From an optimization exercise on the open Yosys and OpenROAD flow, aimed at small area, a short achievable clock period and few clock cycles per item; shortcuts taken in it are not production practice. Only simulation tests tie the RTL to the original design; equivalence was not proved. The clock port is modelled as an ideal driver, which makes a skipped or thinned clock tree look cheaper than it is; a real chip needs a root buffer or a tree. Power is estimated from default activity; no workload was simulated.

==> trial 4: inputs <==
==> flow/design.v (excerpt) <==
module divider (clk, quot, rem, fin, dvdend, dvsor, reset);
==> flow/config.mk <==
export PLATFORM = sky130hd
export DESIGN_NAME = divider
export DESIGN_NICKNAME = divider
export VERILOG_FILES = /design/flow/design.v
export SDC_FILE = /design/flow/constraint.sdc
export NUM_CORES = 4
export LEC_CHECK = 0
export ABC_AREA = 1
export CAP_MARGIN = 20
export CORE_MARGIN = 2
export CORE_UTILIZATION = 55
export SETUP_SLACK_MARGIN = 4.85
export SLEW_MARGIN = 20
==> flow/constraint.sdc <==
create_clock -name core_clock -period 7.0 [get_ports {clk}]
set_input_delay 1.4000 -clock core_clock [delete_from_list [all_inputs] [get_ports {clk}]]
set_output_delay 1.4000 -clock core_clock [all_outputs]
set_load 0.01 [all_outputs]
standard.sh (not shown) runs the stock make flow with config.mk's settings and CLKGATE_MAP_FILE= SYNTH_SCRIPT=/design/flow/synth_recipe.tcl, a recipe that flattens the netlist after the stock synthesis.
==> flow/flow/run.sh <==
#!/bin/bash
# Standard layout, with the port buffers made of the smallest buffer cell.
set -euo pipefail
export BUFFER_PORTS_ARGS="-buffer_cell sky130_fd_sc_hd__buf_1"
export SKIP_REPAIR_TIE_FANOUT=1
export PRE_CTS_TCL="$PWD/flow/pre_cts.tcl"
export MANUAL_CTS_NBUF=4
export ADDER_MAP_FILE=
bash standard.sh > standard.log 2>&1
==> flow/flow/pre_cts.tcl <==
# A one-level clock tree, built in place of TritonCTS's: the clock port
# drives NBUF clkbuf_16 buffers, each placed at the centre of one group of
# flip-flops and driving that group's clock pins. Every register sees the
# same single buffer stage, so no register's clock is deliberately skewed.
set nbuf $::env(MANUAL_CTS_NBUF)
set block [ord::get_db_block]
set db [ord::get_db]
set clk_net [$block findNet clk]

set pts {}
foreach it [$clk_net getITerms] {
  set bb [[$it getInst] getBBox]
  lappend pts [list $it [expr {([$bb xMin] + [$bb xMax]) / 2.0}] [expr {([$bb yMin] + [$bb yMax]) / 2.0}]]
}

# Recursive bisection at the median, across the longer side of each group's
# bounding box, into nbuf groups of equal size (nbuf a power of two).
proc bisect {pts n} {
  if {$n <= 1 || [llength $pts] < 2} { return [list $pts] }
  set xs {}; set ys {}
  foreach p $pts { lappend xs [lindex $p 1]; lappend ys [lindex $p 2] }
  set dx [expr {[tcl::mathfunc::max {*}$xs] - [tcl::mathfunc::min {*}$xs]}]
  set dy [expr {[tcl::mathfunc::max {*}$ys] - [tcl::mathfunc::min {*}$ys]}]
  set axis [expr {$dx >= $dy ? 1 : 2}]
  set sorted [lsort -real -index $axis $pts]
  set h [expr {[llength $sorted] / 2}]
  set half [expr {$n / 2}]
  return [concat [bisect [lrange $sorted 0 [expr {$h - 1}]] $half] [bisect [lrange $sorted $h end] $half]]
}
set groups [bisect $pts $nbuf]
set cents {}
foreach g $groups {
  set sx 0.0; set sy 0.0
  foreach p $g { set sx [expr {$sx + [lindex $p 1]}]; set sy [expr {$sy + [lindex $p 2]}] }
  set n [llength $g]
  lappend cents [list [expr {$sx / $n}] [expr {$sy / $n}]]
}
set nbuf [llength $groups]

set bufcell sky130_fd_sc_hd__clkbuf_16
if {[info exists ::env(MANUAL_CTS_BUF)]} { set bufcell $::env(MANUAL_CTS_BUF) }
set master [$db findMaster $bufcell]
for {set k 0} {$k < $nbuf} {incr k} {
  set g [lindex $groups $k]
  if {[llength $g] == 0} { continue }
  set b [odb::dbInst_create $block $master "clkbuf_man_$k"]
  set n [odb::dbNet_create $block "clknet_man_$k"]
  $n setSigType CLOCK
  [$b findITerm A] connect $clk_net
  [$b findITerm X] connect $n
  foreach p $g {
    set it [lindex $p 0]
    $it disconnect
    $it connect $n
  }
  set c [lindex $cents $k]
  $b setLocation [expr {int([lindex $c 0] - [$master getWidth] / 2)}] [expr {int([lindex $c 1] - [$master getHeight] / 2)}]
  $b setPlacementStatus PLACED
  puts "manual clock tree: clkbuf_man_$k drives [llength $g] clock pins"
}

# The tree is built: TritonCTS has nothing left to do.
proc clock_tree_synthesis {args} {
  set_propagated_clock [all_clocks]
  puts "clock_tree_synthesis skipped: the clock tree was built by flow/pre_cts.tcl"
}
==> trial 22 (differences from trial 4) <==
==> flow/flow/run.sh (replaced) <==
#!/bin/bash
# Standard layout, with the port buffers made of the smallest buffer cell.
set -euo pipefail
export BUFFER_PORTS_ARGS="-buffer_cell sky130_fd_sc_hd__buf_1"
bash standard.sh > standard.log 2>&1
- CORE_UTILIZATION: 55 -> 40
- SETUP_SLACK_MARGIN: 4.85 -> 4.5
removed: flow/flow/pre_cts.tcl
==> notes.md <==
Trial 4 produced a clean layout. Trial 22 passed the timing, design-rule and antenna checks. In trial 22 the synthesized cell count is lower than in trial 4, by about 8%. Combinational power: trial 4 is higher than trial 22 (about 18%). In trial 22 the core utilization is lower than in trial 4, by 18 points. Between trial 4 and trial 22, the lower area after synthesis is in trial 22 (gap about 2%, measured against trial 22). Against trial 4, the total power of trial 22 is larger by about 2%. Maximum frequency: trial 4 is larger than trial 22 (12%). Against trial 4, the first-iteration DRC count of trial 22 is smaller by 44%. In trial 4 the hold slack is higher than in trial 22, by 0.0018 ns. Between trial 22 and trial 4, the lower setup slack is in trial 22 (gap 0.25 ns).
Testbench counts of trial 4, summed over its fixed seeds: cycles 108,800, items 3,200.
Testbench counts of trial 22, summed over its fixed seeds: cycles 108,800, items 3,200.
The clock cells of trial 4 come from the design's own scripts or RTL, not from TritonCTS.

========
==> inputs of try-onyx <==
==> flow/design.v <==
module divider (clk, quot, rem, fin, dvdend, dvsor, reset);
	output [31:0] quot;
	output [63:0] rem;
	output fin;
	input [63:0] dvdend;
	input [31:0] dvsor;
	input clk, reset;
	reg [31:0] r;     
	reg [31:0] q;     
	reg [4:0] cnt;    
	reg ld;           
	reg fin;
	reg [31:0] d;     
	wire [31:0] a = {r[30:0], q[31]};
	wire [31:0] p = a ^ ~d;
	wire [31:0] g0 = {a[31:1] & ~d[31:1], a[0] | ~d[0]};
	wire [31:0] p0 = p;
	wire g1_1 = g0[1] | (p0[1] & g0[0]);
	wire p1_1 = p0[1] & p0[0];
	wire g1_3 = g0[3] | (p0[3] & g0[2]);
	wire p1_3 = p0[3] & p0[2];
	wire g1_5 = g0[5] | (p0[5] & g0[4]);
	wire p1_5 = p0[5] & p0[4];
	wire g1_7 = g0[7] | (p0[7] & g0[6]);
	wire p1_7 = p0[7] & p0[6];
	wire g1_9 = g0[9] | (p0[9] & g0[8]);
	wire p1_9 = p0[9] & p0[8];
	wire g1_11 = g0[11] | (p0[11] & g0[10]);
	wire p1_11 = p0[11] & p0[10];
	wire g1_13 = g0[13] | (p0[13] & g0[12]);
	wire p1_13 = p0[13] & p0[12];
	wire g1_15 = g0[15] | (p0[15] & g0[14]);
	wire p1_15 = p0[15] & p0[14];
	wire g1_17 = g0[17] | (p0[17] & g0[16]);
	wire p1_17 = p0[17] & p0[16];
	wire g1_19 = g0[19] | (p0[19] & g0[18]);
	wire p1_19 = p0[19] & p0[18];
	wire g1_21 = g0[21] | (p0[21] & g0[20]);
	wire p1_21 = p0[21] & p0[20];
	wire g1_23 = g0[23] | (p0[23] & g0[22]);
	wire p1_23 = p0[23] & p0[22];
	wire g1_25 = g0[25] | (p0[25] & g0[24]);
	wire p1_25 = p0[25] & p0[24];
	wire g1_27 = g0[27] | (p0[27] & g0[26]);
	wire p1_27 = p0[27] & p0[26];
	wire g1_29 = g0[29] | (p0[29] & g0[28]);
	wire p1_29 = p0[29] & p0[28];
	wire g1_31 = g0[31] | (p0[31] & g0[30]);
	wire p1_31 = p0[31] & p0[30];
	wire g2_2 = g0[2] | (p0[2] & g1_1);
	wire p2_2 = p0[2] & p1_1;
	wire g2_3 = g1_3 | (p1_3 & g1_1);
	wire p2_3 = p1_3 & p1_1;
	wire g2_6 = g0[6] | (p0[6] & g1_5);
	wire p2_6 = p0[6] & p1_5;
	wire g2_7 = g1_7 | (p1_7 & g1_5);
	wire p2_7 = p1_7 & p1_5;
	wire g2_10 = g0[10] | (p0[10] & g1_9);
	wire p2_10 = p0[10] & p1_9;
	wire g2_11 = g1_11 | (p1_11 & g1_9);
	wire p2_11 = p1_11 & p1_9;
	wire g2_14 = g0[14] | (p0[14] & g1_13);
	wire p2_14 = p0[14] & p1_13;
	wire g2_15 = g1_15 | (p1_15 & g1_13);
	wire p2_15 = p1_15 & p1_13;
	wire g2_18 = g0[18] | (p0[18] & g1_17);
	wire p2_18 = p0[18] & p1_17;
	wire g2_19 = g1_19 | (p1_19 & g1_17);
	wire p2_19 = p1_19 & p1_17;
	wire g2_22 = g0[22] | (p0[22] & g1_21);
	wire p2_22 = p0[22] & p1_21;
	wire g2_23 = g1_23 | (p1_23 & g1_21);
	wire p2_23 = p1_23 & p1_21;
	wire g2_26 = g0[26] | (p0[26] & g1_25);
	wire p2_26 = p0[26] & p1_25;
	wire g2_27 = g1_27 | (p1_27 & g1_25);
	wire p2_27 = p1_27 & p1_25;
	wire g2_30 = g0[30] | (p0[30] & g1_29);
	wire p2_30 = p0[30] & p1_29;
	wire g2_31 = g1_31 | (p1_31 & g1_29);
	wire p2_31 = p1_31 & p1_29;
	wire g3_4 = g0[4] | (p0[4] & g2_3);
	wire p3_4 = p0[4] & p2_3;
	wire g3_5 = g1_5 | (p1_5 & g2_3);
	wire p3_5 = p1_5 & p2_3;
	wire g3_6 = g2_6 | (p2_6 & g2_3);
	wire p3_6 = p2_6 & p2_3;
	wire g3_7 = g2_7 | (p2_7 & g2_3);
	wire p3_7 = p2_7 & p2_3;
	wire g3_12 = g0[12] | (p0[12] & g2_11);
	wire p3_12 = p0[12] & p2_11;
	wire g3_13 = g1_13 | (p1_13 & g2_11);
	wire p3_13 = p1_13 & p2_11;
	wire g3_14 = g2_14 | (p2_14 & g2_11);
	wire p3_14 = p2_14 & p2_11;
	wire g3_15 = g2_15 | (p2_15 & g2_11);
	wire p3_15 = p2_15 & p2_11;
	wire g3_20 = g0[20] | (p0[20] & g2_19);
	wire p3_20 = p0[20] & p2_19;
	wire g3_21 = g1_21 | (p1_21 & g2_19);
	wire p3_21 = p1_21 & p2_19;
	wire g3_22 = g2_22 | (p2_22 & g2_19);
	wire p3_22 = p2_22 & p2_19;
	wire g3_23 = g2_23 | (p2_23 & g2_19);
	wire p3_23 = p2_23 & p2_19;
	wire g3_28 = g0[28] | (p0[28] & g2_27);
	wire p3_28 = p0[28] & p2_27;
	wire g3_29 = g1_29 | (p1_29 & g2_27);
	wire p3_29 = p1_29 & p2_27;
	wire g3_30 = g2_30 | (p2_30 & g2_27);
	wire p3_30 = p2_30 & p2_27;
	wire g3_31 = g2_31 | (p2_31 & g2_27);
	wire p3_31 = p2_31 & p2_27;
	wire g4_8 = g0[8] | (p0[8] & g3_7);
	wire p4_8 = p0[8] & p3_7;
	wire g4_9 = g1_9 | (p1_9 & g3_7);
	wire p4_9 = p1_9 & p3_7;
	wire g4_10 = g2_10 | (p2_10 & g3_7);
	wire p4_10 = p2_10 & p3_7;
	wire g4_11 = g2_11 | (p2_11 & g3_7);
	wire p4_11 = p2_11 & p3_7;
	wire g4_12 = g3_12 | (p3_12 & g3_7);
	wire p4_12 = p3_12 & p3_7;
	wire g4_13 = g3_13 | (p3_13 & g3_7);
	wire p4_13 = p3_13 & p3_7;
	wire g4_14 = g3_14 | (p3_14 & g3_7);
	wire p4_14 = p3_14 & p3_7;
	wire g4_15 = g3_15 | (p3_15 & g3_7);
	wire p4_15 = p3_15 & p3_7;
	wire g4_24 = g0[24] | (p0[24] & g3_23);
	wire p4_24 = p0[24] & p3_23;
	wire g4_25 = g1_25 | (p1_25 & g3_23);
	wire p4_25 = p1_25 & p3_23;
	wire g4_26 = g2_26 | (p2_26 & g3_23);
	wire p4_26 = p2_26 & p3_23;
	wire g4_27 = g2_27 | (p2_27 & g3_23);
	wire p4_27 = p2_27 & p3_23;
	wire g4_28 = g3_28 | (p3_28 & g3_23);
	wire p4_28 = p3_28 & p3_23;
	wire g4_29 = g3_29 | (p3_29 & g3_23);
	wire p4_29 = p3_29 & p3_23;
	wire g4_30 = g3_30 | (p3_30 & g3_23);
	wire p4_30 = p3_30 & p3_23;
	wire g4_31 = g3_31 | (p3_31 & g3_23);
	wire p4_31 = p3_31 & p3_23;
	wire g5_16 = g0[16] | (p0[16] & g4_15);
	wire p5_16 = p0[16] & p4_15;
	wire g5_17 = g1_17 | (p1_17 & g4_15);
	wire p5_17 = p1_17 & p4_15;
	wire g5_18 = g2_18 | (p2_18 & g4_15);
	wire p5_18 = p2_18 & p4_15;
	wire g5_19 = g2_19 | (p2_19 & g4_15);
	wire p5_19 = p2_19 & p4_15;
	wire g5_20 = g3_20 | (p3_20 & g4_15);
	wire p5_20 = p3_20 & p4_15;
	wire g5_21 = g3_21 | (p3_21 & g4_15);
	wire p5_21 = p3_21 & p4_15;
	wire g5_22 = g3_22 | (p3_22 & g4_15);
	wire p5_22 = p3_22 & p4_15;
	wire g5_23 = g3_23 | (p3_23 & g4_15);
	wire p5_23 = p3_23 & p4_15;
	wire g5_24 = g4_24 | (p4_24 & g4_15);
	wire p5_24 = p4_24 & p4_15;
	wire g5_25 = g4_25 | (p4_25 & g4_15);
	wire p5_25 = p4_25 & p4_15;
	wire g5_26 = g4_26 | (p4_26 & g4_15);
	wire p5_26 = p4_26 & p4_15;
	wire g5_27 = g4_27 | (p4_27 & g4_15);
	wire p5_27 = p4_27 & p4_15;
	wire g5_28 = g4_28 | (p4_28 & g4_15);
	wire p5_28 = p4_28 & p4_15;
	wire g5_29 = g4_29 | (p4_29 & g4_15);
	wire p5_29 = p4_29 & p4_15;
	wire g5_30 = g4_30 | (p4_30 & g4_15);
	wire p5_30 = p4_30 & p4_15;
	wire g5_31 = g4_31 | (p4_31 & g4_15);
	wire p5_31 = p4_31 & p4_15;
	wire [31:0] c = {g5_30, g5_29, g5_28, g5_27, g5_26, g5_25, g5_24, g5_23, g5_22, g5_21, g5_20, g5_19, g5_18, g5_17, g5_16, g4_15, g4_14, g4_13, g4_12, g4_11, g4_10, g4_9, g4_8, g3_7, g3_6, g3_5, g3_4, g2_3, g2_2, g1_1, g0[0], 1'b1};    
	wire [31:0] diff = p ^ c;
	wire nb = r[31] | g5_31;    
	always @(posedge clk) begin
		ld <= reset;
		d <= dvsor;
		if (reset) begin
			fin <= 1'b0;
			cnt <= 5'd0;
		end else if (!ld) begin
			cnt <= cnt + 5'd1;
			if (cnt == 5'd31)
				fin <= 1'b1;
		end
		if (ld) begin
			r <= dvdend[63:32];
			q <= dvdend[31:0];
		end else begin
			r <= nb ? diff : a;
			q <= {q[30:0], nb};
		end
	end
	assign quot = q;
	assign rem = {r, 32'h0};
endmodule
==> flow/flow/run.sh <==
#!/bin/bash
# Standard layout, with the port buffers made of the smallest buffer cell.
set -euo pipefail
export BUFFER_PORTS_ARGS="-buffer_cell sky130_fd_sc_hd__buf_1"
export SKIP_REPAIR_TIE_FANOUT=1
export PRE_CTS_TCL="$PWD/flow/pre_cts.tcl"
export MANUAL_CTS_NBUF=4
bash standard.sh > standard.log 2>&1
==> flow/flow/pre_cts.tcl <==
# A one-level clock tree, built in place of TritonCTS's: the clock port
# drives NBUF clkbuf_16 buffers, each placed at the centre of one group of
# flip-flops and driving that group's clock pins. Every register sees the
# same single buffer stage, so no register's clock is deliberately skewed.
set nbuf $::env(MANUAL_CTS_NBUF)
set block [ord::get_db_block]
set db [ord::get_db]
set clk_net [$block findNet clk]

set pts {}
foreach it [$clk_net getITerms] {
  set bb [[$it getInst] getBBox]
  lappend pts [list $it [expr {([$bb xMin] + [$bb xMax]) / 2.0}] [expr {([$bb yMin] + [$bb yMax]) / 2.0}]]
}

# Recursive bisection at the median, across the longer side of each group's
# bounding box, into nbuf groups of equal size (nbuf a power of two).
proc bisect {pts n} {
  if {$n <= 1 || [llength $pts] < 2} { return [list $pts] }
  set xs {}; set ys {}
  foreach p $pts { lappend xs [lindex $p 1]; lappend ys [lindex $p 2] }
  set dx [expr {[tcl::mathfunc::max {*}$xs] - [tcl::mathfunc::min {*}$xs]}]
  set dy [expr {[tcl::mathfunc::max {*}$ys] - [tcl::mathfunc::min {*}$ys]}]
  set axis [expr {$dx >= $dy ? 1 : 2}]
  set sorted [lsort -real -index $axis $pts]
  set h [expr {[llength $sorted] / 2}]
  set half [expr {$n / 2}]
  return [concat [bisect [lrange $sorted 0 [expr {$h - 1}]] $half] [bisect [lrange $sorted $h end] $half]]
}
set groups [bisect $pts $nbuf]
set cents {}
foreach g $groups {
  set sx 0.0; set sy 0.0
  foreach p $g { set sx [expr {$sx + [lindex $p 1]}]; set sy [expr {$sy + [lindex $p 2]}] }
  set n [llength $g]
  lappend cents [list [expr {$sx / $n}] [expr {$sy / $n}]]
}
set nbuf [llength $groups]

set bufcell sky130_fd_sc_hd__clkbuf_16
if {[info exists ::env(MANUAL_CTS_BUF)]} { set bufcell $::env(MANUAL_CTS_BUF) }
set master [$db findMaster $bufcell]
for {set k 0} {$k < $nbuf} {incr k} {
  set g [lindex $groups $k]
  if {[llength $g] == 0} { continue }
  set b [odb::dbInst_create $block $master "clkbuf_man_$k"]
  set n [odb::dbNet_create $block "clknet_man_$k"]
  $n setSigType CLOCK
  [$b findITerm A] connect $clk_net
  [$b findITerm X] connect $n
  foreach p $g {
    set it [lindex $p 0]
    $it disconnect
    $it connect $n
  }
  set c [lindex $cents $k]
  $b setLocation [expr {int([lindex $c 0] - [$master getWidth] / 2)}] [expr {int([lindex $c 1] - [$master getHeight] / 2)}]
  $b setPlacementStatus PLACED
  puts "manual clock tree: clkbuf_man_$k drives [llength $g] clock pins"
}

# The tree is built: TritonCTS has nothing left to do.
proc clock_tree_synthesis {args} {
  set_propagated_clock [all_clocks]
  puts "clock_tree_synthesis skipped: the clock tree was built by flow/pre_cts.tcl"
}
==> flow/standard.sh <==
#!/bin/bash
# synth_recipe.tcl (not shown) runs the flow's synth.tcl, then flattens the netlist and writes it again
# the make line also repeats each setting of config.mk as NAME=value (left out here)
make -C /OpenROAD-flow-scripts/flow DESIGN_CONFIG=/design/flow/config.mk WORK_HOME=/design/flow/orfs CLKGATE_MAP_FILE= SYNTH_SCRIPT=/design/flow/synth_recipe.tcl "${@:-finish}"
==> flow/config.mk <==
export PLATFORM = sky130hd
export DESIGN_NAME = divider
export DESIGN_NICKNAME = divider
export VERILOG_FILES = /design/flow/design.v
export SDC_FILE = /design/flow/constraint.sdc
export NUM_CORES = 4
export LEC_CHECK = 0
export ABC_AREA = 1
export CAP_MARGIN = 20
export CORE_MARGIN = 2
export CORE_UTILIZATION = 65
export SETUP_SLACK_MARGIN = 4.65
export SLEW_MARGIN = 20
==> flow/constraint.sdc <==
create_clock -name core_clock -period 7.0 [get_ports {clk}]
set_input_delay 1.4000 -clock core_clock [delete_from_list [all_inputs] [get_ports {clk}]]
set_output_delay 1.4000 -clock core_clock [all_outputs]
set_load 0.01 [all_outputs]
==> try-sierra (differences from try-onyx) <==
==> flow/design.v (replaced) <==
module divider (clk, quot, rem, fin, dvdend, dvsor, reset);
	output [31:0] quot;
	output [63:0] rem;
	output fin;
	input [63:0] dvdend;
	input [31:0] dvsor;
	input clk, reset;
	reg [31:0] r;     
	reg [31:0] q;     
	reg [4:0] cnt;    
	reg ld;           
	reg fin;
	reg [31:0] d;     
	wire [31:0] a = {r[30:0], q[31]};
	wire [31:0] p = a ^ ~d;
	wire [31:0] g0 = {a[31:1] & ~d[31:1], a[0] | ~d[0]};
	wire [31:0] p0 = p;
	wire g1_1 = g0[1] | (p0[1] & g0[0]);
	wire p1_1 = p0[1] & p0[0];
	wire g1_3 = g0[3] | (p0[3] & g0[2]);
	wire p1_3 = p0[3] & p0[2];
	wire g1_5 = g0[5] | (p0[5] & g0[4]);
	wire p1_5 = p0[5] & p0[4];
	wire g1_7 = g0[7] | (p0[7] & g0[6]);
	wire p1_7 = p0[7] & p0[6];
	wire g1_9 = g0[9] | (p0[9] & g0[8]);
	wire p1_9 = p0[9] & p0[8];
	wire g1_11 = g0[11] | (p0[11] & g0[10]);
	wire p1_11 = p0[11] & p0[10];
	wire g1_13 = g0[13] | (p0[13] & g0[12]);
	wire p1_13 = p0[13] & p0[12];
	wire g1_15 = g0[15] | (p0[15] & g0[14]);
	wire p1_15 = p0[15] & p0[14];
	wire g1_17 = g0[17] | (p0[17] & g0[16]);
	wire p1_17 = p0[17] & p0[16];
	wire g1_19 = g0[19] | (p0[19] & g0[18]);
	wire p1_19 = p0[19] & p0[18];
	wire g1_21 = g0[21] | (p0[21] & g0[20]);
	wire p1_21 = p0[21] & p0[20];
	wire g1_23 = g0[23] | (p0[23] & g0[22]);
	wire p1_23 = p0[23] & p0[22];
	wire g1_25 = g0[25] | (p0[25] & g0[24]);
	wire p1_25 = p0[25] & p0[24];
	wire g1_27 = g0[27] | (p0[27] & g0[26]);
	wire p1_27 = p0[27] & p0[26];
	wire g1_29 = g0[29] | (p0[29] & g0[28]);
	wire p1_29 = p0[29] & p0[28];
	wire g1_31 = g0[31] | (p0[31] & g0[30]);
	wire p1_31 = p0[31] & p0[30];
	wire g2_3 = g1_3 | (p1_3 & g1_1);
	wire p2_3 = p1_3 & p1_1;
	wire g2_7 = g1_7 | (p1_7 & g1_5);
	wire p2_7 = p1_7 & p1_5;
	wire g2_11 = g1_11 | (p1_11 & g1_9);
	wire p2_11 = p1_11 & p1_9;
	wire g2_15 = g1_15 | (p1_15 & g1_13);
	wire p2_15 = p1_15 & p1_13;
	wire g2_19 = g1_19 | (p1_19 & g1_17);
	wire p2_19 = p1_19 & p1_17;
	wire g2_23 = g1_23 | (p1_23 & g1_21);
	wire p2_23 = p1_23 & p1_21;
	wire g2_27 = g1_27 | (p1_27 & g1_25);
	wire p2_27 = p1_27 & p1_25;
	wire g2_31 = g1_31 | (p1_31 & g1_29);
	wire p2_31 = p1_31 & p1_29;
	wire g3_7 = g2_7 | (p2_7 & g2_3);
	wire p3_7 = p2_7 & p2_3;
	wire g3_15 = g2_15 | (p2_15 & g2_11);
	wire p3_15 = p2_15 & p2_11;
	wire g3_23 = g2_23 | (p2_23 & g2_19);
	wire p3_23 = p2_23 & p2_19;
	wire g3_31 = g2_31 | (p2_31 & g2_27);
	wire p3_31 = p2_31 & p2_27;
	wire g4_15 = g3_15 | (p3_15 & g3_7);
	wire p4_15 = p3_15 & p3_7;
	wire g4_31 = g3_31 | (p3_31 & g3_23);
	wire p4_31 = p3_31 & p3_23;
	wire g5_31 = g4_31 | (p4_31 & g4_15);
	wire p5_31 = p4_31 & p4_15;
	wire g6_23 = g3_23 | (p3_23 & g4_15);
	wire p6_23 = p3_23 & p4_15;
	wire g7_11 = g2_11 | (p2_11 & g3_7);
	wire p7_11 = p2_11 & p3_7;
	wire g7_19 = g2_19 | (p2_19 & g4_15);
	wire p7_19 = p2_19 & p4_15;
	wire g7_27 = g2_27 | (p2_27 & g6_23);
	wire p7_27 = p2_27 & p6_23;
	wire g8_5 = g1_5 | (p1_5 & g2_3);
	wire p8_5 = p1_5 & p2_3;
	wire g8_9 = g1_9 | (p1_9 & g3_7);
	wire p8_9 = p1_9 & p3_7;
	wire g8_13 = g1_13 | (p1_13 & g7_11);
	wire p8_13 = p1_13 & p7_11;
	wire g8_17 = g1_17 | (p1_17 & g4_15);
	wire p8_17 = p1_17 & p4_15;
	wire g8_21 = g1_21 | (p1_21 & g7_19);
	wire p8_21 = p1_21 & p7_19;
	wire g8_25 = g1_25 | (p1_25 & g6_23);
	wire p8_25 = p1_25 & p6_23;
	wire g8_29 = g1_29 | (p1_29 & g7_27);
	wire p8_29 = p1_29 & p7_27;
	wire g9_2 = g0[2] | (p0[2] & g1_1);
	wire p9_2 = p0[2] & p1_1;
	wire g9_4 = g0[4] | (p0[4] & g2_3);
	wire p9_4 = p0[4] & p2_3;
	wire g9_6 = g0[6] | (p0[6] & g8_5);
	wire p9_6 = p0[6] & p8_5;
	wire g9_8 = g0[8] | (p0[8] & g3_7);
	wire p9_8 = p0[8] & p3_7;
	wire g9_10 = g0[10] | (p0[10] & g8_9);
	wire p9_10 = p0[10] & p8_9;
	wire g9_12 = g0[12] | (p0[12] & g7_11);
	wire p9_12 = p0[12] & p7_11;
	wire g9_14 = g0[14] | (p0[14] & g8_13);
	wire p9_14 = p0[14] & p8_13;
	wire g9_16 = g0[16] | (p0[16] & g4_15);
	wire p9_16 = p0[16] & p4_15;
	wire g9_18 = g0[18] | (p0[18] & g8_17);
	wire p9_18 = p0[18] & p8_17;
	wire g9_20 = g0[20] | (p0[20] & g7_19);
	wire p9_20 = p0[20] & p7_19;
	wire g9_22 = g0[22] | (p0[22] & g8_21);
	wire p9_22 = p0[22] & p8_21;
	wire g9_24 = g0[24] | (p0[24] & g6_23);
	wire p9_24 = p0[24] & p6_23;
	wire g9_26 = g0[26] | (p0[26] & g8_25);
	wire p9_26 = p0[26] & p8_25;
	wire g9_28 = g0[28] | (p0[28] & g7_27);
	wire p9_28 = p0[28] & p7_27;
	wire g9_30 = g0[30] | (p0[30] & g8_29);
	wire p9_30 = p0[30] & p8_29;
	wire [31:0] c = {g9_30, g8_29, g9_28, g7_27, g9_26, g8_25, g9_24, g6_23, g9_22, g8_21, g9_20, g7_19, g9_18, g8_17, g9_16, g4_15, g9_14, g8_13, g9_12, g7_11, g9_10, g8_9, g9_8, g3_7, g9_6, g8_5, g9_4, g2_3, g9_2, g1_1, g0[0], 1'b1};    
	wire [31:0] diff = p ^ c;
	wire nb = r[31] | g5_31;    
	always @(posedge clk) begin
		ld <= reset;
		d <= dvsor;
		if (reset) begin
			fin <= 1'b0;
			cnt <= 5'd0;
		end else if (!ld) begin
			cnt <= cnt + 5'd1;
			if (cnt == 5'd31)
				fin <= 1'b1;
		end
		if (ld) begin
			r <= dvdend[63:32];
			q <= dvdend[31:0];
		end else begin
			r <= nb ? diff : a;
			q <= {q[30:0], nb};
		end
	end
	assign quot = q;
	assign rem = {r, 32'h0};
endmodule
--- a/flow/flow/run.sh
+++ b/flow/flow/run.sh
@@ -6,3 +6,4 @@
 export PRE_CTS_TCL="$PWD/flow/pre_cts.tcl"
 export MANUAL_CTS_NBUF=4
+export ADDER_MAP_FILE=
 bash standard.sh > standard.log 2>&1
- CORE_UTILIZATION: 65 -> 45
- SETUP_SLACK_MARGIN: 4.65 -> 4.7
==> notes.md <==
outcome timing/DRC/antenna clean; multi-input combinational area share 42.4%; Compound-Gate Fraction of Synth Area 9.30%; fin crit period 2.24 ns; Place WS 4.27 ns; Routability Congestion 0.806; Reg power frac 37.7%
Source of the figures above: try-sierra

==> notes.md <==
outcome timing/DRC/antenna clean; HPWL Detailed 8820 µm; Reg power frac 33.4%; Worst-Margin Slew 0.869 ns; Place WS 4.16 ns; Routability Congestion 0.901; fin crit period 2.27 ns; synth cell count leaders nand2_1 (297), dfxtp_1 (103), inv_1 (89); largest family of logic cells by synthesized area simple AND/OR/NAND/NOR gates; Compound-Gate Fraction of Synth Area 5.38%
Source of the figures above: try-onyx

Testbench counts of try-onyx, summed over its fixed seeds: cycles 108,800, items 3,200.
Testbench counts of try-sierra, summed over its fixed seeds: cycles 108,800, items 3,200.
In every run of this note, the design's own scripts or RTL, not TritonCTS, make the clock network.

-- what the ideal ports hide --
Ports are ideal in the flow. The routed layouts listed here were re-timed in OpenROAD.
Step 1, drivers: a clkbuf_16 drives clk and a buf_2 each remaining input, both assumed.
Step 2, shift: input delay + t, output delay - t, t = (earliest + latest rising clock arrival at the registers) / 2. This alone moves slack from input paths to output paths.
Three values: no drivers, after step 1, after step 2; two values: the first two.
run	t (ns)	setup WS [ns]	hold slack, ns	worst setup path after step 2	worst register clock-pin slew, ns
trial 4	0.242	4.870 / 4.789 / 4.942	0.446 / 0.446 / 0.446	register to register	0.11 / 0.11
trial 22	0.391	4.617 / 4.573 / 4.669	0.444 / 0.444 / 0.444	register to register	0.07 / 0.07
try-onyx	0.238	4.729 / 4.729 / 4.729	0.447 / 0.447 / 0.447	register to register	0.10 / 0.10
try-sierra	0.237	4.756 / 4.679 / 4.833	0.448 / 0.448 / 0.448	register to register	0.11 / 0.11
After both steps setup and hold are still met in every run listed.
